Background: an optimization exercise with open tools, aiming at small area. Do not read the settings as production practice.
Only simulation tests tie the RTL to the original design; equivalence was not proved.

<file path="flow/standard.sh">
#!/bin/bash
# synth_recipe.tcl (not shown) runs the flow's synth.tcl, then flattens the netlist and writes it again
# the make line also repeats each setting of config.mk as NAME=value (left out here)
make -C /OpenROAD-flow-scripts/flow DESIGN_CONFIG=/design/flow/config.mk WORK_HOME=/design/flow/orfs CLKGATE_MAP_FILE= SYNTH_SCRIPT=/design/flow/synth_recipe.tcl "${@:-finish}"
</file>
<file path="flow/design.v">
module pe_fa (input a, input b, input c, output s, output co);
    assign s  = a ^ b ^ c;
    assign co = (a & b) | (c & (a ^ b));
endmodule
module pe_ha (input a, input b, output s, output co);
    assign s  = a ^ b;
    assign co = a & b;
endmodule
module pe_nor (input a, input b, output y);
    assign y = ~(a | b);
endmodule
module pe_inc #(parameter W = 1) (input [W-1:0] a, input c, output [W:0] y);
    wire [W:0] k;
    assign k[0] = c;
    genvar b;
    generate for (b = 0; b < W; b = b + 1) begin : g_b
        pe_ha u_ha (.a(a[b]), .b(k[b]), .s(y[b]), .co(k[b+1]));
    end endgenerate
    assign y[W] = k[W];
endmodule
module PE #(
    parameter LAST = 0,      
    parameter CW   = 0,      
    parameter CWO  = 1       
    )
    (
    input               clk,
    input               rst_n,
    input  [7:0]        ifmap_n_i,
    input  [7:0]        weight_n_i,
    input  [31+CW:0]    psum_i,
    input               ifmap_en_i,
    input               weight_en_i,
    input               psum_en_i,
    output [7:0]        ifmap_n_o,
    output [7:0]        weight_n_o,
    output [15:0]       lo_o,
    output [15:0]       hi_o,
    output [CWO-1:0]    cnt_o,
    output              c_o,
    output              weight_en_o,
    output              psum_en_o
    );
    reg  [7:0]     ifmap_n_r;
    reg  [7:0]     xc_n_r;
    reg  [7:0]     weight_n_r;
    reg  [31+CW:0] psum_r;
    reg            weight_en_r;
    reg            psum_en_r;
    always @(posedge clk, negedge rst_n) begin
        if (!rst_n) begin
            weight_en_r <= 1'b0;
            psum_en_r   <= 1'b0;
        end else begin
            weight_en_r <= weight_en_i;
            psum_en_r   <= psum_en_i;
        end
    end
    always @(posedge clk, negedge rst_n) begin
        if (!rst_n)
            ifmap_n_r <= 8'hff;
        else if (ifmap_en_i)
            ifmap_n_r <= ifmap_n_i;
    end
    always @(posedge clk, negedge rst_n) begin
        if (!rst_n)
            xc_n_r <= 8'hff;
        else if (weight_en_i)
            xc_n_r <= ifmap_n_r;
    end
    generate if (LAST) begin : g_last
        always @(posedge clk, negedge rst_n) begin
            if (!rst_n) begin
                weight_n_r <= 8'hff;
                psum_r     <= {(32+CW){1'b0}};
            end else begin
                if (weight_en_i) weight_n_r <= weight_n_i;
                if (psum_en_i)   psum_r     <= psum_i;
            end
        end
    end else begin : g_mid
        always @(posedge clk) begin
            if (weight_en_i) weight_n_r <= weight_n_i;
            psum_r <= psum_i;
        end
    end endgenerate
    wire [15:0] lo;
    wire        c;
    generate if (LAST) begin : g_mf
        pe_mac_fast u_mac (.xn(xc_n_r), .wn(weight_n_r), .s(psum_r[15:0]), .lo(lo), .c(c));
    end else begin : g_m
        pe_mac u_mac (.xn(xc_n_r), .wn(weight_n_r), .s(psum_r[15:0]), .lo(lo), .c(c));
    end endgenerate
    assign ifmap_n_o   = ifmap_n_r;
    assign weight_n_o  = weight_n_r;
    assign lo_o        = lo;
    assign hi_o        = psum_r[31:16];
    assign c_o         = c;
    assign weight_en_o = weight_en_r;
    assign psum_en_o   = psum_en_r;
    generate if (LAST) begin : g_cl
        assign cnt_o = psum_r[31+CW:32];
    end else if (CW == 0) begin : g_c0
        assign cnt_o = c;
    end else begin : g_cn
        wire [CW:0] y;
        pe_inc #(.W(CW)) u_inc (.a(psum_r[31+CW:32]), .c(c), .y(y));
        assign cnt_o = y[CWO-1:0];
    end endgenerate
endmodule
module pe_mac (
    input  [7:0]  xn,
    input  [7:0]  wn,
    input  [15:0] s,
    output [15:0] lo,
    output        c
);
    wire [63:0] pp;
    genvar i, j;
    generate for (i = 0; i < 8; i = i + 1) begin : g_i
        for (j = 0; j < 8; j = j + 1) begin : g_j
            pe_nor u_pp (.a(xn[i]), .b(wn[j]), .y(pp[i*8+j]));
        end
    end endgenerate
    wire t1;
    wire t2;
    wire t3;
    wire t4;
    wire t5;
    wire t6;
    wire t7;
    wire t8;
    wire t9;
    wire t10;
    wire t11;
    wire t12;
    wire t13;
    wire t14;
    wire t15;
    wire t16;
    wire t17;
    wire t18;
    wire t19;
    wire t20;
    wire t21;
    wire t22;
    wire t23;
    wire t24;
    wire t25;
    wire t26;
    wire t27;
    wire t28;
    wire t29;
    wire t30;
    wire t31;
    wire t32;
    wire t33;
    wire t34;
    wire t35;
    wire t36;
    wire t37;
    wire t38;
    wire t39;
    wire t40;
    wire t41;
    wire t42;
    wire t43;
    wire t44;
    wire t45;
    wire t46;
    wire t47;
    wire t48;
    wire t49;
    wire t50;
    wire t51;
    wire t52;
    wire t53;
    wire t54;
    wire t55;
    wire t56;
    wire t57;
    wire t58;
    wire t59;
    wire t60;
    wire t61;
    wire t62;
    wire t63;
    wire t64;
    wire t65;
    wire t66;
    wire t67;
    wire t68;
    wire t69;
    wire t70;
    wire t71;
    wire t72;
    wire t73;
    wire t74;
    wire t75;
    wire t76;
    wire t77;
    wire t78;
    wire t79;
    wire t80;
    wire t81;
    wire t82;
    wire t83;
    wire t84;
    wire t85;
    wire t86;
    wire t87;
    wire t88;
    wire t89;
    wire t90;
    wire t91;
    wire t92;
    wire t93;
    wire t94;
    wire t95;
    wire t96;
    wire t97;
    wire t98;
    wire t99;
    wire t100;
    wire t101;
    wire t102;
    wire t103;
    wire t104;
    wire t105;
    wire t106;
    wire t107;
    wire t108;
    wire t109;
    wire t110;
    wire t111;
    wire t112;
    wire t113;
    wire t114;
    wire t115;
    wire t116;
    wire t117;
    wire t118;
    wire t119;
    wire t120;
    wire t121;
    wire t122;
    wire t123;
    wire t124;
    wire t125;
    wire t126;
    wire t127;
    wire t128;
    wire t129;
    wire t130;
    wire t131;
    wire t132;
    wire t133;
    wire t134;
    wire t135;
    wire t136;
    wire t137;
    wire t138;
    wire t139;
    wire t140;
    wire t141;
    wire t142;
    wire t143;
    wire t144;
    pe_ha h1 (.a(s[0]), .b(pp[0]), .s(t1), .co(t2));
    pe_fa f1 (.a(s[1]), .b(pp[1]), .c(pp[8]), .s(t3), .co(t4));
    pe_ha h2 (.a(t2), .b(t3), .s(t5), .co(t6));
    pe_fa f2 (.a(s[2]), .b(pp[16]), .c(pp[2]), .s(t7), .co(t8));
    pe_fa f3 (.a(pp[9]), .b(t4), .c(t7), .s(t9), .co(t10));
    pe_ha h3 (.a(t6), .b(t9), .s(t11), .co(t12));
    pe_fa f4 (.a(s[3]), .b(pp[10]), .c(pp[17]), .s(t13), .co(t14));
    pe_fa f5 (.a(pp[24]), .b(pp[3]), .c(t8), .s(t15), .co(t16));
    pe_fa f6 (.a(t13), .b(t10), .c(t15), .s(t17), .co(t18));
    pe_ha h4 (.a(t12), .b(t17), .s(t19), .co(t20));
    pe_fa f7 (.a(s[4]), .b(pp[11]), .c(pp[18]), .s(t21), .co(t22));
    pe_fa f8 (.a(pp[25]), .b(pp[32]), .c(pp[4]), .s(t23), .co(t24));
    pe_fa f9 (.a(t14), .b(t21), .c(t23), .s(t25), .co(t26));
    pe_fa f10 (.a(t16), .b(t25), .c(t18), .s(t27), .co(t28));
    pe_ha h5 (.a(t20), .b(t27), .s(t29), .co(t30));
    pe_fa f11 (.a(s[5]), .b(pp[12]), .c(pp[19]), .s(t31), .co(t32));
    pe_fa f12 (.a(pp[26]), .b(pp[33]), .c(pp[40]), .s(t33), .co(t34));
    pe_fa f13 (.a(pp[5]), .b(t22), .c(t24), .s(t35), .co(t36));
    pe_fa f14 (.a(t31), .b(t33), .c(t26), .s(t37), .co(t38));
    pe_fa f15 (.a(t35), .b(t37), .c(t28), .s(t39), .co(t40));
    pe_ha h6 (.a(t30), .b(t39), .s(t41), .co(t42));
    pe_fa f16 (.a(s[6]), .b(pp[13]), .c(pp[20]), .s(t43), .co(t44));
    pe_fa f17 (.a(pp[27]), .b(pp[34]), .c(pp[41]), .s(t45), .co(t46));
    pe_fa f18 (.a(pp[48]), .b(pp[6]), .c(t32), .s(t47), .co(t48));
    pe_fa f19 (.a(t34), .b(t43), .c(t45), .s(t49), .co(t50));
    pe_fa f20 (.a(t36), .b(t47), .c(t49), .s(t51), .co(t52));
    pe_fa f21 (.a(t38), .b(t51), .c(t40), .s(t53), .co(t54));
    pe_ha h7 (.a(t42), .b(t53), .s(t55), .co(t56));
    pe_fa f22 (.a(s[7]), .b(pp[14]), .c(pp[21]), .s(t57), .co(t58));
    pe_fa f23 (.a(pp[28]), .b(pp[35]), .c(pp[42]), .s(t59), .co(t60));
    pe_fa f24 (.a(pp[49]), .b(pp[56]), .c(pp[7]), .s(t61), .co(t62));
    pe_fa f25 (.a(t44), .b(t46), .c(t57), .s(t63), .co(t64));
    pe_fa f26 (.a(t59), .b(t61), .c(t48), .s(t65), .co(t66));
    pe_fa f27 (.a(t50), .b(t63), .c(t65), .s(t67), .co(t68));
    pe_fa f28 (.a(t52), .b(t67), .c(t54), .s(t69), .co(t70));
    pe_ha h8 (.a(t56), .b(t69), .s(t71), .co(t72));
    pe_fa f29 (.a(s[8]), .b(pp[15]), .c(pp[22]), .s(t73), .co(t74));
    pe_fa f30 (.a(pp[29]), .b(pp[36]), .c(pp[43]), .s(t75), .co(t76));
    pe_fa f31 (.a(pp[50]), .b(pp[57]), .c(t58), .s(t77), .co(t78));
    pe_fa f32 (.a(t60), .b(t62), .c(t73), .s(t79), .co(t80));
    pe_fa f33 (.a(t75), .b(t64), .c(t77), .s(t81), .co(t82));
    pe_fa f34 (.a(t79), .b(t66), .c(t81), .s(t83), .co(t84));
    pe_fa f35 (.a(t68), .b(t83), .c(t70), .s(t85), .co(t86));
    pe_ha h9 (.a(t72), .b(t85), .s(t87), .co(t88));
    pe_fa f36 (.a(s[9]), .b(pp[23]), .c(pp[30]), .s(t89), .co(t90));
    pe_fa f37 (.a(pp[37]), .b(pp[44]), .c(pp[51]), .s(t91), .co(t92));
    pe_fa f38 (.a(pp[58]), .b(t74), .c(t76), .s(t93), .co(t94));
    pe_fa f39 (.a(t89), .b(t91), .c(t78), .s(t95), .co(t96));
    pe_fa f40 (.a(t80), .b(t93), .c(t82), .s(t97), .co(t98));
    pe_fa f41 (.a(t95), .b(t97), .c(t84), .s(t99), .co(t100));
    pe_fa f42 (.a(t99), .b(t86), .c(t88), .s(t101), .co(t102));
    pe_fa f43 (.a(s[10]), .b(pp[31]), .c(pp[38]), .s(t103), .co(t104));
    pe_fa f44 (.a(pp[45]), .b(pp[52]), .c(pp[59]), .s(t105), .co(t106));
    pe_fa f45 (.a(t90), .b(t92), .c(t103), .s(t107), .co(t108));
    pe_fa f46 (.a(t105), .b(t94), .c(t107), .s(t109), .co(t110));
    pe_fa f47 (.a(t96), .b(t109), .c(t98), .s(t111), .co(t112));
    pe_fa f48 (.a(t100), .b(t111), .c(t102), .s(t113), .co(t114));
    pe_fa f49 (.a(s[11]), .b(pp[39]), .c(pp[46]), .s(t115), .co(t116));
    pe_fa f50 (.a(pp[53]), .b(pp[60]), .c(t104), .s(t117), .co(t118));
    pe_fa f51 (.a(t106), .b(t115), .c(t108), .s(t119), .co(t120));
    pe_fa f52 (.a(t117), .b(t119), .c(t110), .s(t121), .co(t122));
    pe_fa f53 (.a(t121), .b(t112), .c(t114), .s(t123), .co(t124));
    pe_fa f54 (.a(s[12]), .b(pp[47]), .c(pp[54]), .s(t125), .co(t126));
    pe_fa f55 (.a(pp[61]), .b(t116), .c(t125), .s(t127), .co(t128));
    pe_fa f56 (.a(t118), .b(t127), .c(t120), .s(t129), .co(t130));
    pe_fa f57 (.a(t129), .b(t122), .c(t124), .s(t131), .co(t132));
    pe_fa f58 (.a(s[13]), .b(pp[55]), .c(pp[62]), .s(t133), .co(t134));
    pe_fa f59 (.a(t126), .b(t133), .c(t128), .s(t135), .co(t136));
    pe_fa f60 (.a(t135), .b(t130), .c(t132), .s(t137), .co(t138));
    pe_fa f61 (.a(s[14]), .b(pp[63]), .c(t134), .s(t139), .co(t140));
    pe_fa f62 (.a(t139), .b(t136), .c(t138), .s(t141), .co(t142));
    pe_fa f63 (.a(s[15]), .b(t140), .c(t142), .s(t143), .co(t144));
    assign lo[0] = t1;
    assign lo[1] = t5;
    assign lo[2] = t11;
    assign lo[3] = t19;
    assign lo[4] = t29;
    assign lo[5] = t41;
    assign lo[6] = t55;
    assign lo[7] = t71;
    assign lo[8] = t87;
    assign lo[9] = t101;
    assign lo[10] = t113;
    assign lo[11] = t123;
    assign lo[12] = t131;
    assign lo[13] = t137;
    assign lo[14] = t141;
    assign lo[15] = t143;
    assign c = t144;
endmodule
module pe_mac_fast (
    input  [7:0]  xn,
    input  [7:0]  wn,
    input  [15:0] s,
    output [15:0] lo,
    output        c
);
    wire [63:0] pp;
    genvar i, j;
    generate for (i = 0; i < 8; i = i + 1) begin : g_i
        for (j = 0; j < 8; j = j + 1) begin : g_j
            pe_nor u_pp (.a(xn[i]), .b(wn[j]), .y(pp[i*8+j]));
        end
    end endgenerate
    wire t1;
    wire t2;
    wire t3;
    wire t4;
    wire t5;
    wire t6;
    wire t7;
    wire t8;
    wire t9;
    wire t10;
    wire t11;
    wire t12;
    wire t13;
    wire t14;
    wire t15;
    wire t16;
    wire t17;
    wire t18;
    wire t19;
    wire t20;
    wire t21;
    wire t22;
    wire t23;
    wire t24;
    wire t25;
    wire t26;
    wire t27;
    wire t28;
    wire t29;
    wire t30;
    wire t31;
    wire t32;
    wire t33;
    wire t34;
    wire t35;
    wire t36;
    wire t37;
    wire t38;
    wire t39;
    wire t40;
    wire t41;
    wire t42;
    wire t43;
    wire t44;
    wire t45;
    wire t46;
    wire t47;
    wire t48;
    wire t49;
    wire t50;
    wire t51;
    wire t52;
    wire t53;
    wire t54;
    wire t55;
    wire t56;
    wire t57;
    wire t58;
    wire t59;
    wire t60;
    wire t61;
    wire t62;
    wire t63;
    wire t64;
    wire t65;
    wire t66;
    wire t67;
    wire t68;
    wire t69;
    wire t70;
    wire t71;
    wire t72;
    wire t73;
    wire t74;
    wire t75;
    wire t76;
    wire t77;
    wire t78;
    wire t79;
    wire t80;
    wire t81;
    wire t82;
    wire t83;
    wire t84;
    wire t85;
    wire t86;
    wire t87;
    wire t88;
    wire t89;
    wire t90;
    wire t91;
    wire t92;
    wire t93;
    wire t94;
    wire t95;
    wire t96;
    wire t97;
    wire t98;
    wire t99;
    wire t100;
    wire t101;
    wire t102;
    wire t103;
    wire t104;
    wire t105;
    wire t106;
    wire t107;
    wire t108;
    wire t109;
    wire t110;
    wire t111;
    wire t112;
    wire t113;
    wire t114;
    wire t115;
    wire t116;
    wire t117;
    wire t118;
    wire t119;
    wire t120;
    wire t121;
    wire t122;
    wire t123;
    wire t124;
    wire t125;
    wire t126;
    wire t127;
    wire t128;
    wire t129;
    wire t130;
    wire t131;
    wire t132;
    wire t133;
    wire t134;
    wire t135;
    wire t136;
    wire t137;
    wire t138;
    wire t139;
    wire t140;
    wire t141;
    wire t142;
    wire t143;
    wire t144;
    wire t145;
    wire t146;
    wire t147;
    wire t148;
    wire t149;
    wire t150;
    pe_fa f1 (.a(s[1]), .b(pp[1]), .c(pp[8]), .s(t1), .co(t2));
    pe_fa f2 (.a(s[2]), .b(pp[16]), .c(pp[2]), .s(t3), .co(t4));
    pe_fa f3 (.a(pp[9]), .b(t2), .c(t3), .s(t5), .co(t6));
    pe_fa f4 (.a(s[3]), .b(pp[10]), .c(pp[17]), .s(t7), .co(t8));
    pe_fa f5 (.a(pp[24]), .b(pp[3]), .c(t4), .s(t9), .co(t10));
    pe_fa f6 (.a(t7), .b(t6), .c(t9), .s(t11), .co(t12));
    pe_fa f7 (.a(s[4]), .b(pp[11]), .c(pp[18]), .s(t13), .co(t14));
    pe_fa f8 (.a(pp[25]), .b(pp[32]), .c(pp[4]), .s(t15), .co(t16));
    pe_fa f9 (.a(t8), .b(t13), .c(t15), .s(t17), .co(t18));
    pe_fa f10 (.a(t10), .b(t17), .c(t12), .s(t19), .co(t20));
    pe_fa f11 (.a(s[5]), .b(pp[12]), .c(pp[19]), .s(t21), .co(t22));
    pe_fa f12 (.a(pp[26]), .b(pp[33]), .c(pp[40]), .s(t23), .co(t24));
    pe_fa f13 (.a(pp[5]), .b(t14), .c(t16), .s(t25), .co(t26));
    pe_fa f14 (.a(t21), .b(t23), .c(t18), .s(t27), .co(t28));
    pe_fa f15 (.a(t25), .b(t27), .c(t20), .s(t29), .co(t30));
    pe_fa f16 (.a(s[6]), .b(pp[13]), .c(pp[20]), .s(t31), .co(t32));
    pe_fa f17 (.a(pp[27]), .b(pp[34]), .c(pp[41]), .s(t33), .co(t34));
    pe_fa f18 (.a(pp[48]), .b(pp[6]), .c(t22), .s(t35), .co(t36));
    pe_fa f19 (.a(t24), .b(t31), .c(t33), .s(t37), .co(t38));
    pe_fa f20 (.a(t26), .b(t35), .c(t37), .s(t39), .co(t40));
    pe_fa f21 (.a(t28), .b(t39), .c(t30), .s(t41), .co(t42));
    pe_fa f22 (.a(s[7]), .b(pp[14]), .c(pp[21]), .s(t43), .co(t44));
    pe_fa f23 (.a(pp[28]), .b(pp[35]), .c(pp[42]), .s(t45), .co(t46));
    pe_fa f24 (.a(pp[49]), .b(pp[56]), .c(pp[7]), .s(t47), .co(t48));
    pe_fa f25 (.a(t32), .b(t34), .c(t43), .s(t49), .co(t50));
    pe_fa f26 (.a(t45), .b(t47), .c(t36), .s(t51), .co(t52));
    pe_fa f27 (.a(t38), .b(t49), .c(t51), .s(t53), .co(t54));
    pe_fa f28 (.a(t40), .b(t53), .c(t42), .s(t55), .co(t56));
    pe_fa f29 (.a(s[8]), .b(pp[15]), .c(pp[22]), .s(t57), .co(t58));
    pe_fa f30 (.a(pp[29]), .b(pp[36]), .c(pp[43]), .s(t59), .co(t60));
    pe_fa f31 (.a(pp[50]), .b(pp[57]), .c(t44), .s(t61), .co(t62));
    pe_fa f32 (.a(t46), .b(t48), .c(t57), .s(t63), .co(t64));
    pe_fa f33 (.a(t59), .b(t50), .c(t61), .s(t65), .co(t66));
    pe_fa f34 (.a(t63), .b(t52), .c(t65), .s(t67), .co(t68));
    pe_fa f35 (.a(t54), .b(t67), .c(t56), .s(t69), .co(t70));
    pe_fa f36 (.a(s[9]), .b(pp[23]), .c(pp[30]), .s(t71), .co(t72));
    pe_fa f37 (.a(pp[37]), .b(pp[44]), .c(pp[51]), .s(t73), .co(t74));
    pe_fa f38 (.a(pp[58]), .b(t58), .c(t60), .s(t75), .co(t76));
    pe_fa f39 (.a(t71), .b(t73), .c(t62), .s(t77), .co(t78));
    pe_fa f40 (.a(t64), .b(t75), .c(t66), .s(t79), .co(t80));
    pe_fa f41 (.a(t77), .b(t79), .c(t68), .s(t81), .co(t82));
    pe_fa f42 (.a(s[10]), .b(pp[31]), .c(pp[38]), .s(t83), .co(t84));
    pe_fa f43 (.a(pp[45]), .b(pp[52]), .c(pp[59]), .s(t85), .co(t86));
    pe_fa f44 (.a(t72), .b(t74), .c(t83), .s(t87), .co(t88));
    pe_fa f45 (.a(t85), .b(t76), .c(t87), .s(t89), .co(t90));
    pe_fa f46 (.a(t78), .b(t89), .c(t80), .s(t91), .co(t92));
    pe_fa f47 (.a(s[11]), .b(pp[39]), .c(pp[46]), .s(t93), .co(t94));
    pe_fa f48 (.a(pp[53]), .b(pp[60]), .c(t84), .s(t95), .co(t96));
    pe_fa f49 (.a(t86), .b(t93), .c(t88), .s(t97), .co(t98));
    pe_fa f50 (.a(t95), .b(t97), .c(t90), .s(t99), .co(t100));
    pe_fa f51 (.a(s[12]), .b(pp[47]), .c(pp[54]), .s(t101), .co(t102));
    pe_fa f52 (.a(pp[61]), .b(t94), .c(t101), .s(t103), .co(t104));
    pe_fa f53 (.a(t96), .b(t103), .c(t98), .s(t105), .co(t106));
    pe_fa f54 (.a(s[13]), .b(pp[55]), .c(pp[62]), .s(t107), .co(t108));
    pe_fa f55 (.a(t102), .b(t107), .c(t104), .s(t109), .co(t110));
    pe_fa f56 (.a(s[14]), .b(pp[63]), .c(t108), .s(t111), .co(t112));
    pe_ha h1 (.a(pp[0]), .b(s[0]), .s(t113), .co(t114));
    pe_ha h2 (.a(t1), .b(t114), .s(t115), .co(t116));
    pe_ha h3 (.a(t5), .b(t116), .s(t117), .co(t118));
    pe_ha h4 (.a(t11), .b(t118), .s(t119), .co(t120));
    pe_ha h5 (.a(t19), .b(t120), .s(t121), .co(t122));
    pe_ha h6 (.a(t29), .b(t122), .s(t123), .co(t124));
    pe_ha h7 (.a(t70), .b(t81), .s(t125), .co(t126));
    pe_fa f57 (.a(t82), .b(t91), .c(t126), .s(t127), .co(t128));
    pe_ha h8 (.a(t92), .b(t99), .s(t135), .co(t136));
    pe_fa f58 (.a(t100), .b(t105), .c(t136), .s(t137), .co(t138));
    pe_fa f59 (.a(t106), .b(t109), .c(t138), .s(t139), .co(t140));
    pe_fa f60 (.a(t110), .b(t111), .c(t140), .s(t141), .co(t142));
    pe_fa f61 (.a(s[15]), .b(t112), .c(t142), .s(t143), .co(t144));
    assign lo[0] = t113;
    assign lo[1] = t115;
    assign lo[2] = t117;
    assign lo[3] = t119;
    assign lo[4] = t121;
    assign lo[5] = t123;
    assign lo[6] = t41 ^ (t124 & 1'b1);
    assign t129 = t41;
    assign lo[7] = t55 ^ (t124 & t129);
    assign t130 = t129 & t55;
    assign lo[8] = t69 ^ (t124 & t130);
    assign t131 = t130 & t69;
    assign lo[9] = t125 ^ (t124 & t131);
    assign t132 = t131 & t125;
    assign lo[10] = t127 ^ (t124 & t132);
    assign t133 = t132 & t127;
    assign t134 = t128 | (t124 & t133);
    assign lo[11] = t135 ^ (t134 & 1'b1);
    assign t145 = t135;
    assign lo[12] = t137 ^ (t134 & t145);
    assign t146 = t145 & t137;
    assign lo[13] = t139 ^ (t134 & t146);
    assign t147 = t146 & t139;
    assign lo[14] = t141 ^ (t134 & t147);
    assign t148 = t147 & t141;
    assign lo[15] = t143 ^ (t134 & t148);
    assign t149 = t148 & t143;
    assign t150 = t144 | (t134 & t149);
    assign c = t150;
endmodule
module pe_chain (
    input         clk,
    input         rst_n,
    input  [7:0]  ifmap_i,
    input  [7:0]  weight_i,
    input  [31:0] psum_i,
    input         ifmap_en_i,
    input         weight_en_i,
    input         psum_en_i,
    output [7:0]  ifmap_o,
    output [7:0]  weight_o,
    output [31:0] psum_o,
    output        weight_en_o,
    output        psum_en_o
    );
    wire [7:0] if_w  [0:16];
    wire [7:0] w_w   [0:16];
    wire       wen_w [0:16];
    wire       pen_w [0:16];
    assign if_w[0]  = ~ifmap_i;
    assign w_w[0]   = ~weight_i;
    assign wen_w[0] = weight_en_i;
    assign pen_w[0] = psum_en_i;
    wire [15:0] lo0, hi0;
    wire [0:0] cnt0;
    wire        c0;
    PE #(.LAST(0), .CW(0), .CWO(1)) u_pe0 (
        .clk(clk), .rst_n(rst_n),
        .ifmap_n_i(if_w[0]), .weight_n_i(w_w[0]), .psum_i(psum_i),
        .ifmap_en_i(ifmap_en_i), .weight_en_i(wen_w[0]), .psum_en_i(pen_w[0]),
        .ifmap_n_o(if_w[1]), .weight_n_o(w_w[1]), .lo_o(lo0), .hi_o(hi0), .cnt_o(cnt0), .c_o(c0),
        .weight_en_o(wen_w[1]), .psum_en_o(pen_w[1]));
    wire [15:0] lo1, hi1;
    wire [1:0] cnt1;
    wire        c1;
    PE #(.LAST(0), .CW(1), .CWO(2)) u_pe1 (
        .clk(clk), .rst_n(rst_n),
        .ifmap_n_i(if_w[1]), .weight_n_i(w_w[1]), .psum_i({cnt0[0:0], hi0, lo0}),
        .ifmap_en_i(ifmap_en_i), .weight_en_i(wen_w[1]), .psum_en_i(pen_w[1]),
        .ifmap_n_o(if_w[2]), .weight_n_o(w_w[2]), .lo_o(lo1), .hi_o(hi1), .cnt_o(cnt1), .c_o(c1),
        .weight_en_o(wen_w[2]), .psum_en_o(pen_w[2]));
    wire [15:0] lo2, hi2;
    wire [1:0] cnt2;
    wire        c2;
    PE #(.LAST(0), .CW(2), .CWO(2)) u_pe2 (
        .clk(clk), .rst_n(rst_n),
        .ifmap_n_i(if_w[2]), .weight_n_i(w_w[2]), .psum_i({cnt1[1:0], hi1, lo1}),
        .ifmap_en_i(ifmap_en_i), .weight_en_i(wen_w[2]), .psum_en_i(pen_w[2]),
        .ifmap_n_o(if_w[3]), .weight_n_o(w_w[3]), .lo_o(lo2), .hi_o(hi2), .cnt_o(cnt2), .c_o(c2),
        .weight_en_o(wen_w[3]), .psum_en_o(pen_w[3]));
    wire [15:0] lo3, hi3;
    wire [2:0] cnt3;
    wire        c3;
    PE #(.LAST(0), .CW(2), .CWO(3)) u_pe3 (
        .clk(clk), .rst_n(rst_n),
        .ifmap_n_i(if_w[3]), .weight_n_i(w_w[3]), .psum_i({cnt2[1:0], hi2, lo2}),
        .ifmap_en_i(ifmap_en_i), .weight_en_i(wen_w[3]), .psum_en_i(pen_w[3]),
        .ifmap_n_o(if_w[4]), .weight_n_o(w_w[4]), .lo_o(lo3), .hi_o(hi3), .cnt_o(cnt3), .c_o(c3),
        .weight_en_o(wen_w[4]), .psum_en_o(pen_w[4]));
    wire [15:0] lo4, hi4;
    wire [2:0] cnt4;
    wire        c4;
    PE #(.LAST(0), .CW(3), .CWO(3)) u_pe4 (
        .clk(clk), .rst_n(rst_n),
        .ifmap_n_i(if_w[4]), .weight_n_i(w_w[4]), .psum_i({cnt3[2:0], hi3, lo3}),
        .ifmap_en_i(ifmap_en_i), .weight_en_i(wen_w[4]), .psum_en_i(pen_w[4]),
        .ifmap_n_o(if_w[5]), .weight_n_o(w_w[5]), .lo_o(lo4), .hi_o(hi4), .cnt_o(cnt4), .c_o(c4),
        .weight_en_o(wen_w[5]), .psum_en_o(pen_w[5]));
    wire [15:0] lo5, hi5;
    wire [2:0] cnt5;
    wire        c5;
    PE #(.LAST(0), .CW(3), .CWO(3)) u_pe5 (
        .clk(clk), .rst_n(rst_n),
        .ifmap_n_i(if_w[5]), .weight_n_i(w_w[5]), .psum_i({cnt4[2:0], hi4, lo4}),
        .ifmap_en_i(ifmap_en_i), .weight_en_i(wen_w[5]), .psum_en_i(pen_w[5]),
        .ifmap_n_o(if_w[6]), .weight_n_o(w_w[6]), .lo_o(lo5), .hi_o(hi5), .cnt_o(cnt5), .c_o(c5),
        .weight_en_o(wen_w[6]), .psum_en_o(pen_w[6]));
    wire [15:0] lo6, hi6;
    wire [2:0] cnt6;
    wire        c6;
    PE #(.LAST(0), .CW(3), .CWO(3)) u_pe6 (
        .clk(clk), .rst_n(rst_n),
        .ifmap_n_i(if_w[6]), .weight_n_i(w_w[6]), .psum_i({cnt5[2:0], hi5, lo5}),
        .ifmap_en_i(ifmap_en_i), .weight_en_i(wen_w[6]), .psum_en_i(pen_w[6]),
        .ifmap_n_o(if_w[7]), .weight_n_o(w_w[7]), .lo_o(lo6), .hi_o(hi6), .cnt_o(cnt6), .c_o(c6),
        .weight_en_o(wen_w[7]), .psum_en_o(pen_w[7]));
    wire [15:0] lo7, hi7;
    wire [3:0] cnt7;
    wire        c7;
    PE #(.LAST(0), .CW(3), .CWO(4)) u_pe7 (
        .clk(clk), .rst_n(rst_n),
        .ifmap_n_i(if_w[7]), .weight_n_i(w_w[7]), .psum_i({cnt6[2:0], hi6, lo6}),
        .ifmap_en_i(ifmap_en_i), .weight_en_i(wen_w[7]), .psum_en_i(pen_w[7]),
        .ifmap_n_o(if_w[8]), .weight_n_o(w_w[8]), .lo_o(lo7), .hi_o(hi7), .cnt_o(cnt7), .c_o(c7),
        .weight_en_o(wen_w[8]), .psum_en_o(pen_w[8]));
    wire [15:0] lo8, hi8;
    wire [3:0] cnt8;
    wire        c8;
    PE #(.LAST(0), .CW(4), .CWO(4)) u_pe8 (
        .clk(clk), .rst_n(rst_n),
        .ifmap_n_i(if_w[8]), .weight_n_i(w_w[8]), .psum_i({cnt7[3:0], hi7, lo7}),
        .ifmap_en_i(ifmap_en_i), .weight_en_i(wen_w[8]), .psum_en_i(pen_w[8]),
        .ifmap_n_o(if_w[9]), .weight_n_o(w_w[9]), .lo_o(lo8), .hi_o(hi8), .cnt_o(cnt8), .c_o(c8),
        .weight_en_o(wen_w[9]), .psum_en_o(pen_w[9]));
    wire [15:0] lo9, hi9;
    wire [3:0] cnt9;
    wire        c9;
    PE #(.LAST(0), .CW(4), .CWO(4)) u_pe9 (
        .clk(clk), .rst_n(rst_n),
        .ifmap_n_i(if_w[9]), .weight_n_i(w_w[9]), .psum_i({cnt8[3:0], hi8, lo8}),
        .ifmap_en_i(ifmap_en_i), .weight_en_i(wen_w[9]), .psum_en_i(pen_w[9]),
        .ifmap_n_o(if_w[10]), .weight_n_o(w_w[10]), .lo_o(lo9), .hi_o(hi9), .cnt_o(cnt9), .c_o(c9),
        .weight_en_o(wen_w[10]), .psum_en_o(pen_w[10]));
    wire [15:0] lo10, hi10;
    wire [3:0] cnt10;
    wire        c10;
    PE #(.LAST(0), .CW(4), .CWO(4)) u_pe10 (
        .clk(clk), .rst_n(rst_n),
        .ifmap_n_i(if_w[10]), .weight_n_i(w_w[10]), .psum_i({cnt9[3:0], hi9, lo9}),
        .ifmap_en_i(ifmap_en_i), .weight_en_i(wen_w[10]), .psum_en_i(pen_w[10]),
        .ifmap_n_o(if_w[11]), .weight_n_o(w_w[11]), .lo_o(lo10), .hi_o(hi10), .cnt_o(cnt10), .c_o(c10),
        .weight_en_o(wen_w[11]), .psum_en_o(pen_w[11]));
    wire [15:0] lo11, hi11;
    wire [3:0] cnt11;
    wire        c11;
    PE #(.LAST(0), .CW(4), .CWO(4)) u_pe11 (
        .clk(clk), .rst_n(rst_n),
        .ifmap_n_i(if_w[11]), .weight_n_i(w_w[11]), .psum_i({cnt10[3:0], hi10, lo10}),
        .ifmap_en_i(ifmap_en_i), .weight_en_i(wen_w[11]), .psum_en_i(pen_w[11]),
        .ifmap_n_o(if_w[12]), .weight_n_o(w_w[12]), .lo_o(lo11), .hi_o(hi11), .cnt_o(cnt11), .c_o(c11),
        .weight_en_o(wen_w[12]), .psum_en_o(pen_w[12]));
    wire [15:0] lo12, hi12;
    wire [3:0] cnt12;
    wire        c12;
    PE #(.LAST(0), .CW(4), .CWO(4)) u_pe12 (
        .clk(clk), .rst_n(rst_n),
        .ifmap_n_i(if_w[12]), .weight_n_i(w_w[12]), .psum_i({cnt11[3:0], hi11, lo11}),
        .ifmap_en_i(ifmap_en_i), .weight_en_i(wen_w[12]), .psum_en_i(pen_w[12]),
        .ifmap_n_o(if_w[13]), .weight_n_o(w_w[13]), .lo_o(lo12), .hi_o(hi12), .cnt_o(cnt12), .c_o(c12),
        .weight_en_o(wen_w[13]), .psum_en_o(pen_w[13]));
    wire [15:0] lo13, hi13;
    wire [3:0] cnt13;
    wire        c13;
    PE #(.LAST(0), .CW(4), .CWO(4)) u_pe13 (
        .clk(clk), .rst_n(rst_n),
        .ifmap_n_i(if_w[13]), .weight_n_i(w_w[13]), .psum_i({cnt12[3:0], hi12, lo12}),
        .ifmap_en_i(ifmap_en_i), .weight_en_i(wen_w[13]), .psum_en_i(pen_w[13]),
        .ifmap_n_o(if_w[14]), .weight_n_o(w_w[14]), .lo_o(lo13), .hi_o(hi13), .cnt_o(cnt13), .c_o(c13),
        .weight_en_o(wen_w[14]), .psum_en_o(pen_w[14]));
    wire [15:0] lo14, hi14;
    wire [3:0] cnt14;
    wire        c14;
    PE #(.LAST(0), .CW(4), .CWO(4)) u_pe14 (
        .clk(clk), .rst_n(rst_n),
        .ifmap_n_i(if_w[14]), .weight_n_i(w_w[14]), .psum_i({cnt13[3:0], hi13, lo13}),
        .ifmap_en_i(ifmap_en_i), .weight_en_i(wen_w[14]), .psum_en_i(pen_w[14]),
        .ifmap_n_o(if_w[15]), .weight_n_o(w_w[15]), .lo_o(lo14), .hi_o(hi14), .cnt_o(cnt14), .c_o(c14),
        .weight_en_o(wen_w[15]), .psum_en_o(pen_w[15]));
    wire [15:0] lo15, hi15;
    wire [3:0] cnt15;
    wire        c15;
    PE #(.LAST(1), .CW(4), .CWO(4)) u_pe15 (
        .clk(clk), .rst_n(rst_n),
        .ifmap_n_i(if_w[15]), .weight_n_i(w_w[15]), .psum_i({cnt14[3:0], hi14, lo14}),
        .ifmap_en_i(ifmap_en_i), .weight_en_i(wen_w[15]), .psum_en_i(pen_w[15]),
        .ifmap_n_o(if_w[16]), .weight_n_o(w_w[16]), .lo_o(lo15), .hi_o(hi15), .cnt_o(cnt15), .c_o(c15),
        .weight_en_o(wen_w[16]), .psum_en_o(pen_w[16]));
    assign ifmap_o     = ~if_w[16];
    assign weight_o    = ~w_w[16];
    assign weight_en_o = wen_w[16];
    assign psum_en_o   = pen_w[16];
    wire [3:0] cin15 = cnt15;
    assign psum_o[15:0] = lo15;
    wire t1;
    wire t2;
    wire t3;
    wire t4;
    wire t5;
    wire t6;
    wire t7;
    wire t8;
    wire t9;
    wire t10;
    wire t11;
    wire t12;
    wire t13;
    wire t14;
    wire t15;
    wire t16;
    wire t17;
    wire t18;
    wire t19;
    wire t20;
    wire t21;
    wire t22;
    wire t23;
    wire t24;
    wire t25;
    wire t26;
    wire t27;
    wire t28;
    wire t29;
    wire t30;
    wire t31;
    wire t32;
    pe_ha h1 (.a(cin15[0]), .b(hi15[0]), .s(t1), .co(t2));
    pe_fa f1 (.a(cin15[1]), .b(hi15[1]), .c(t2), .s(t3), .co(t4));
    pe_fa f2 (.a(cin15[2]), .b(hi15[2]), .c(t4), .s(t5), .co(t6));
    pe_fa f3 (.a(cin15[3]), .b(hi15[3]), .c(t6), .s(t7), .co(t8));
    pe_ha h2 (.a(hi15[4]), .b(t8), .s(t9), .co(t10));
    pe_ha h3 (.a(hi15[5]), .b(t10), .s(t11), .co(t12));
    pe_ha h4 (.a(hi15[6]), .b(t12), .s(t13), .co(t14));
    pe_ha h5 (.a(hi15[7]), .b(t14), .s(t15), .co(t16));
    pe_ha h6 (.a(hi15[8]), .b(t16), .s(t17), .co(t18));
    pe_ha h7 (.a(hi15[9]), .b(t18), .s(t19), .co(t20));
    pe_ha h8 (.a(hi15[10]), .b(t20), .s(t21), .co(t22));
    pe_ha h9 (.a(hi15[11]), .b(t22), .s(t23), .co(t24));
    pe_ha h10 (.a(hi15[12]), .b(t24), .s(t25), .co(t26));
    pe_ha h11 (.a(hi15[13]), .b(t26), .s(t27), .co(t28));
    pe_ha h12 (.a(hi15[14]), .b(t28), .s(t29), .co(t30));
    pe_ha h13 (.a(hi15[15]), .b(t30), .s(t31), .co(t32));
    wire [15:0] t = {t31, t29, t27, t25, t23, t21, t19, t17, t15, t13, t11, t9, t7, t5, t3, t1};
    wire [15:0] p;        
    assign p[0] = 1'b1;
    genvar b;
    generate for (b = 1; b < 16; b = b + 1) begin : g_p
        assign p[b] = p[b-1] & t[b-1];
    end endgenerate
    assign psum_o[31:16] = t ^ ({16{c15}} & p);
endmodule
</file>
<file path="flow/constraint.sdc">
create_clock -name core_clock -period 10.0 [get_ports {clk}]
set_input_delay 2.0000 -clock core_clock [delete_from_list [all_inputs] [get_ports {clk}]]
set_output_delay 2.0000 -clock core_clock [all_outputs]
set_load 0.01 [all_outputs]
</file>
<file path="flow/flow/premap.tcl">
# Run in ORFS's synthesis canonicalize step (SYNTH_CANONICALIZE_TCL), after
# hierarchy: the datapath's small cells become library cells before synthesis.
techmap -map [file dirname [info script]]/premap.v
</file>
<file path="flow/config.mk">
export PLATFORM = sky130hd
export DESIGN_NAME = pe_chain
export DESIGN_NICKNAME = pe_chain
export VERILOG_FILES = /design/flow/design.v
export SDC_FILE = /design/flow/constraint.sdc
export NUM_CORES = 4
export LEC_CHECK = 0
export CAP_MARGIN = 20
export CORE_MARGIN = 2
export CORE_UTILIZATION = 65
export PLACE_DENSITY = 0.75
export SLEW_MARGIN = 20
</file>
<file path="flow/flow/premap.v">
// Maps the datapath's small cells (rtl/PE.v) straight onto library cells.
(* techmap_celltype = "pe_fa" *)
module _map_pe_fa (input a, input b, input c, output s, output co);
    sky130_fd_sc_hd__fa_1 _TECHMAP_REPLACE_ (.A(a), .B(b), .CIN(c), .SUM(s), .COUT(co));
endmodule

(* techmap_celltype = "pe_ha" *)
module _map_pe_ha (input a, input b, output s, output co);
    sky130_fd_sc_hd__ha_1 _TECHMAP_REPLACE_ (.A(a), .B(b), .SUM(s), .COUT(co));
endmodule

(* techmap_celltype = "pe_nor" *)
module _map_pe_nor (input a, input b, output y);
    sky130_fd_sc_hd__nor2_1 _TECHMAP_REPLACE_ (.A(a), .B(b), .Y(y));
endmodule
</file>
<file path="flow/flow/run.sh">
#!/bin/bash
# The standard layout, with these changes:
# * the datapath's small cells (pe_fa, pe_ha, pe_nor in rtl/PE.v) are mapped
#   straight onto sky130 cells in the synthesis canonicalize step
#   (flow/premap.tcl); registers are synthesized exactly as in the standard flow;
# * every input and output port still gets a buffer, of the smallest kind;
# * clock tree synthesis uses small clock buffers and no dummy loads.
set -euo pipefail
export SYNTH_CANONICALIZE_TCL="$PWD/flow/premap.tcl"
P=sky130_fd_sc_hd__
export BUFFER_PORTS_ARGS="-buffer_cell ${P}buf_1"
export CTS_ARGS="-sink_clustering_enable -repair_clock_nets -dont_use_dummy_load -buf_list ${P}clkbuf_4 -root_buf ${P}clkbuf_16 -sink_clustering_size 8 -sink_clustering_max_diameter 30"
bash standard.sh > standard.log 2>&1
</file>
==> impl_metrics.py, run 1 <==
metrics = {
    "timing": {
        "drv_slew": 0,
        "post-route-period-util_pct": 86.00,
        "tightest_slew_ns": 1.007,
        "timing.hold.ws_ns": 0.2628,
        "skew_ns": 0.1911,
        "min_period_ns": 8.600,
        "fmax_mhz": 116.3,
        "hold_viol": 0,
        "tns_ns": 0,
        "rsz0062_at_grt": "no",
        "setup_viol": 0,
        "slew-limit-headroom_pct": 32.85,
    },
    "yosys": {
        "synth_edf_count": 120,
        "syn_area_um2": 53410,
        "ys_ff_latch": 977,
        "yosysSeqAreaShare_pct": 42.60,
        "syn-num-nets": 4934,
        "synth.distinct_cells": 31,
        "synthArstFlopShare_pct": 33.98,
        "synth_top_area_share_pct": 37.82,
        "yosys.area.top_type": "fa_1",
        "yosysMostFrequentCell": "nor2_1",
        "yosys_warnings": 9,
        "synth_cells": 3668,
        "synth_area_leaders": "fa_1 38%, dfxtp_1 20%, dfstp_2 13%",
        "synth_ff_type": "dfxtp_1",
        "synth_common_cells": "1,031 x nor2_1, 1,009 x fa_1, 525 x dfxtp_1",
        "syn_area_per_cell_um2": 14.56,
    },
    "critical_path": {
        "rr_worst_depth": 22,
        "critPathArrivalTime_ns": 6.60,
        "path_depth": 17,
        "critPathSlowestCell": "dfstp_2",
        "critPathMostFrequentCell": "fa_1",
        "cp_num_buf_inv": 2,
        "end_kind": "output pin",
        "cp.required_ns": 8.00,
        "slowest_delay_ns": 0.63,
        "worstSetupPathType": "flip-flop to output pin",
        "crit_fanout": 9,
        "crit_start": "u_pe15.xc_n_r[2]",
        "worstReg2RegStart": "u_pe14.xc_n_r[2]",
        "worstPathCellList": "nor2_1 -> fa_1 -> fa_1 -> fa_1 -> fa_1 -> fa_1 -> fa_1 -> fa_1 -> fa_1 -> ha_1 -> fa_1 -> a31o_4 -> a41oi_4 -> inv_2 -> ha_1 -> xor2_1 -> buf_1",
        "start_kind": "flip-flop",
        "path_delay_family": "adder cells",
    },
    "drt": {
        "vias": 28010,
        "drtAntennaViolNets": 0,
        "drt_iter0_markers": 1217,
        "via_per_inst": 5.613,
        "maxUsedRoutingLayer": "met5",
        "wire_per_inst_um": 18.49,
        "drc": 0,
        "routed_wl_um": 92280,
        "dr_wl_met2_um": 46700,
        "dr.pass1.iters": 7,
        "drt-met1-wl_um": 38800,
        "route.met3.wl_um": 5083,
    },
    "status": {
        "status": "complete, no violations",
    },
    "die": {
        "fp.coreArea_um2": 81720,
        "row_count": 105,
        "io_pins": 103,
        "start_util_pct": 65.36,
        "die_y_um": 290.7,
        "design.die.area_um2": 84480,
        "die_w_um": 290.7,
    },
    "clocking": {
        "htreeDepth": 4,
        "cts_tree": "yes",
        "postCtsSetupRepairBufs": 0,
        "ctsResizeCount": 0,
        "cts_buffers": 183,
        "clk_pin_slew_ns": 0.08,
        "cts-root-buf": "clkbuf_16",
        "worstSkewPairLatency_ns": 0.80,
        "cts_max_path_buffers": 3,
        "cts_hold_buf": 0,
        "cts.sinks": 977,
    },
    "layout": {
        "drive_above_1_share_pct": 18.86,
        "synthToLayoutAreaGrowth_pct": 5.611,
        "finish.utilization_pct": 69.03,
        "fin_nets": 5182,
    },
    "place": {
        "hpwl_um": 71520,
        "globalplace.congestion": 0.8598,
        "portBuffers": 102,
    },
    "hold_path": {
        "min_from": "u_pe13.psum_r[18]",
        "hold_path_class": "flip-flop to flip-flop",
        "min_path_cells": 0,
    },
    "global_routing": {
        "grt_pass1_vias": 32160,
        "grtUsageTotal_pct": 24.10,
        "grt_antenna_before_repair": 2,
        "grt_pass1_wl_um": 161800,
        "grt_max_degree": 145,
        "grt_remaining_overflow": 0,
    },
    "flow_run": {
        "cap_viol_max_count": 0,
    },
}
## cells by family (layout without fill, tap and decap cells)
logic type / Yosys count / count (layout) / synth area share (%)
simple gates: 1081 / 1081 / 7.729
compound gates: 25 / 25 / 0.2999
flops: 977 / 977 / 42.60
fa+ha+maj: 1213 / 1213 / 42.60
mux: 277 / 277 / 5.838
buf+inv: 72 / 318 / 0.5575
xor+xnor: 23 / 23 / 0.3772
other cells: 0 / 6 / 0
## flip-flops by register name (all words and copies together) (netlist names), 32 cells and up
name	cells
u_pe2.psum_r	34
u_pe11.psum_r	36
u_pe0.psum_r	32
u_pe4.psum_r	35
u_pe6.psum_r	35
u_pe15.psum_r	36
u_pe7.psum_r	35
u_pe5.psum_r	35
u_pe14.psum_r	36
u_pe13.psum_r	36
u_pe12.psum_r	36
u_pe8.psum_r	36
u_pe3.psum_r	34
u_pe1.psum_r	33
u_pe9.psum_r	36
u_pe10.psum_r	36
## layout by cell type, fill, tap and decap left out, types with 16 or more instances in the layout
cell and instances:
dfstp_2 264, dfrtp_1 68, edfxtp_1 120, mux2_2 276
fa_1 1009, ha_1 204, nor2_1 1031, dfxtp_1 525
clkbuf_4 184, inv_1 26, buf_1 100, o21ai_0 16
nand2_1 21
## layout make-up
type	count	area, um2
diodes	6	15.01
clock buffers	183	1391
fillers	5649	25310
inverters	27	101.3
multi-input cells	2619	30360
flip-flops and latches	977	22750
well taps	1070	1339
repair buffers	108	447.9
## metal layers
| metal | vias up | GRT usage, % |
|---|---|---|
| li1 | 12200 | - |
| met1 | 14960 | 33.56 |
| met2 | 674 | 38.92 |
| met3 | 167 | 5.239 |
| met4 | 2 | 6.875 |
| met5 | - | 0 |
## metrics by stage
| step | instance area (um2) | cells | setup WS [ns] |
|---|---|---|---|
| floorplan | 53410 | 3668 | 2.159 |
| global placement | 55000 | 4801 | 1.894 |
| detailed placement | 55000 | 4801 | 1.810 |
| CTS | 56390 | 4984 | 1.330 |
| global route | 56400 | 4988 | 1.084 |
| finish | 56410 | 4990 | 1.400 |
## worst paths after layout
check | slack [ns] | endpoint
max in group asynchronous | 7.13 | u_pe15.psum_r[31]
max | 1.40 | psum_o[17]
max reg2reg | 2.02 | u_pe15.psum_r[35]
min in group asynchronous | 1.29 | u_pe10.psum_en_r
min | 0.26 | u_pe14.psum_r[18]
min reg2reg | 0.26 | u_pe14.psum_r[18]
==> run 2, diff against run 1 <==
--- a/flow/config.mk
+++ b/flow/config.mk
@@ -7,6 +7,6 @@
 export LEC_CHECK = 0
 export CAP_MARGIN = 20
 export CORE_MARGIN = 2
-export CORE_UTILIZATION = 65
-export PLACE_DENSITY = 0.75
+export CORE_UTILIZATION = 80
+export PLACE_DENSITY = 0.88
 export SLEW_MARGIN = 20
==> run 2 against run 1 <==
Effect of this change:
- via count grew 8.7%
- maximum frequency is 0.90% lower
- setup slack got worse by 0.078 ns
- utilization up 16 points
- area after synthesis unchanged
- register-to-register slack worse by 0.19 ns
- critical path depth is the same
- sequential share of layout area up 0.22 points
- non-clock buffer count rose by 1
- wire length rose by 29%
==> impl_metrics.py, run 2 <==
metrics = {
    "drt": {
        "drtAntennaViolNets": 0,
        "drc": 0,
        "routed_wl_um": 118600,
        "vias": 30450,
        "via_per_inst": 6.378,
        "dr.pass1.iters": 8,
        "drt_iter0_markers": 2688,
        "wire_per_inst_um": 24.84,
    },
    "critical_path": {
        "start_kind": "flip-flop",
        "worstReg2RegStart": "u_pe14.xc_n_r[2]",
        "crit_start": "u_pe15.xc_n_r[2]",
        "reg2reg_slack_ns": 1.83,
        "critPathArrivalTime_ns": 6.68,
        "worstSetupPathType": "flip-flop to output pin",
        "rr_worst_depth": 22,
        "crit_end": "psum_o[17]",
        "crit_fanout": 9,
        "r2r-end": "u_pe15.psum_r[35]",
        "cp.required_ns": 8.00,
        "end_kind": "output pin",
    },
    "yosys": {
        "synth_common_cells": "1,031 x nor2_1, 1,009 x fa_1, 525 x dfxtp_1",
        "syn_area_per_cell_um2": 14.56,
        "syn_area_um2": 53410,
        "synth_cells": 3668,
        "synth.distinct_cells": 31,
        "yosysSeqAreaShare_pct": 42.60,
        "synth_ff_type": "dfxtp_1",
        "yosys_warnings": 9,
        "synth_area_leaders": "fa_1 38%, dfxtp_1 20%, dfstp_2 13%",
        "ys_ff_latch": 977,
        "synthArstFlopShare_pct": 33.98,
        "syn-num-nets": 4934,
        "synth_edf_count": 120,
        "yosysMostFrequentCell": "nor2_1",
        "yosys.area.top_type": "fa_1",
        "synth_top_area_share_pct": 37.82,
    },
    "global_routing": {
        "grt_pass1_wl_um": 194400,
        "grt_max_degree": 176,
        "grt_remaining_overflow": 0,
        "grt_pass1_vias": 36180,
        "grt_antenna_before_repair": 3,
        "grtUsageTotal_pct": 37.31,
    },
    "timing": {
        "post-route-period-util_pct": 86.78,
        "tns_ns": 0,
        "slew-limit-headroom_pct": 31.05,
        "min_period_ns": 8.678,
        "rsz0062_at_grt": "no",
        "tightest_slew_ns": 1.034,
        "drv_slew": 0,
        "setup_viol": 0,
        "fmax_mhz": 115.2,
        "skew_ns": 0.1522,
        "hold_viol": 0,
    },
    "clocking": {
        "cts-root-buf": "clkbuf_16",
        "cts_max_path_buffers": 3,
        "htreeDepth": 4,
        "worstSkewPairLatency_ns": 0.82,
        "cts_tree": "yes",
        "clk_pin_slew_ns": 0.08,
        "cts_hold_buf": 0,
        "cts_buffers": 175,
        "cts.sinks": 977,
        "postCtsSetupRepairBufs": 0,
        "ctsResizeCount": 0,
    },
    "die": {
        "die_y_um": 262.4,
        "design.die.area_um2": 68840,
        "row_count": 94,
        "start_util_pct": 80.95,
        "die_w_um": 262.4,
        "fp.coreArea_um2": 65980,
        "io_pins": 103,
    },
    "place": {
        "portBuffers": 102,
        "globalplace.congestion": 0.8660,
        "placed_area_um2": 54740,
        "hpwl_um": 86890,
    },
    "layout": {
        "synthToLayoutAreaGrowth_pct": 5.027,
        "layout_common_cells": "1,031 x nor2_1, 1,009 x fa_1, 525 x dfxtp_1",
        "fin_area_um2": 56090,
        "drive_above_1_share_pct": 18.71,
        "fin_nets": 5175,
        "layout.cells.most_common": "nor2_1",
    },
    "status": {
        "status": "complete, no violations",
    },
    "hold_path": {
        "hold_path_class": "flip-flop to flip-flop",
    },
    "flow_run": {
        "cap_viol_max_count": 0,
    },
}
[run 2: cell counts after synthesis]
Identical to the previous run, type by type.
[run 2: final cells by class]
type / instances / area (um2)
clock buffers: 175 / 1331
inverters: 27 / 101.3
diodes: 4 / 10.01
fillers: 2986 / 9887
multi-input cells: 2619 / 30360
flip-flops and latches: 977 / 22750
repair buffers: 109 / 459.2
well taps: 864 / 1081
[run 2: how the worst min path moves through the flow]
stage	from	end	slack, ns	depth (start not counted)
after floorplan	u_pe0.psum_r[16]	u_pe1.psum_r[16]	0.31	0
after global placement	u_pe2.psum_r[28]	u_pe3.psum_r[28]	0.31	0
after detailed placement	u_pe13.psum_r[25]	u_pe14.psum_r[25]	0.31	0
after CTS	u_pe3.psum_r[30]	u_pe4.psum_r[30]	0.28	0
after global routing	u_pe6.psum_r[20]	u_pe7.psum_r[20]	0.28	0
final	u_pe3.psum_r[30]	u_pe4.psum_r[30]	0.28	0
[run 2: cells by family (layout without fill, tap and decap cells)]
logic type      count (synthesis)  after routing  synth area share (%)
mux                           277            277                 5.838
compound gates                 25             25                0.2999
fa+ha+maj                    1213           1213                 42.60
other cells                     0              4                     0
xor+xnor                       23             23                0.3772
flops                         977            977                 42.60
buf+inv                        72            311                0.5575
simple gates                 1081           1081                 7.729
[run 2: stage by stage]
step	util, %	setup slack (ns)	hold WS [ns]	std cells
floorplan	-	2.159	0.3096	3668
detailed placement	82.97	1.761	0.3121	4595
finish	85.02	1.322	0.2836	4775
global route	85.01	1.018	0.2782	4773
CTS	84.98	1.272	0.2796	4770
global placement	82.97	1.844	0.3095	4595
[run 2: metal layers]
layer  wire length (um)  GRT usage, %  part of all wire (%)  vias to the layer above
met1              40740         47.30                    34                    15740
li1                   -             -                     -                    12170
met3               9885         7.749                   8.3                      579
met2              61370         62.36                    52                     1964
met4               6584         18.81                   5.6                        4
met5                 25             0                 0.021                        -
[run 2: critical path: stages (launching register included)]
cell and delay [ns]:
dfstp_2 0.63, nor2_1 0.10, fa_1 0.48, fa_1 0.40, fa_1 0.41, fa_1 0.38
fa_1 0.39, fa_1 0.39, fa_1 0.38, fa_1 0.37, ha_1 0.23, fa_1 0.49
a31o_4 0.28, a41oi_4 0.38, inv_2 0.14, ha_1 0.22, xor2_1 0.14, buf_1 0.18

## afterwards: timing with drivers on the ports
The results above use ideal ports. As a check the final layouts listed here were re-extracted and re-timed, cells and wires unchanged. Step 1 assumes that a clkbuf_16 drives the clock port and a buf_2 every other input. Step 2, shift: input delay + t, output delay - t, t = (earliest + latest rising clock arrival at the registers) / 2. This alone moves slack from input paths to output paths. a / b / c = ideal / step 1 / step 2; a / b = the first two.
| run | t, ns | slack for setup (ns) | worst setup path after step 2 | worst slew at a driven data input, ns | cell pins on the clock port's net |
|---|---|---|---|---|---|
| run 1 | 0.772 | 1.400 / 1.337 / 2.023 | register to register | 0.05 | 1 |
| run 2 | 0.781 | 1.322 / 1.252 / 1.828 | register to register | 0.07 | 1 |
After both steps every run listed still meets setup and hold.
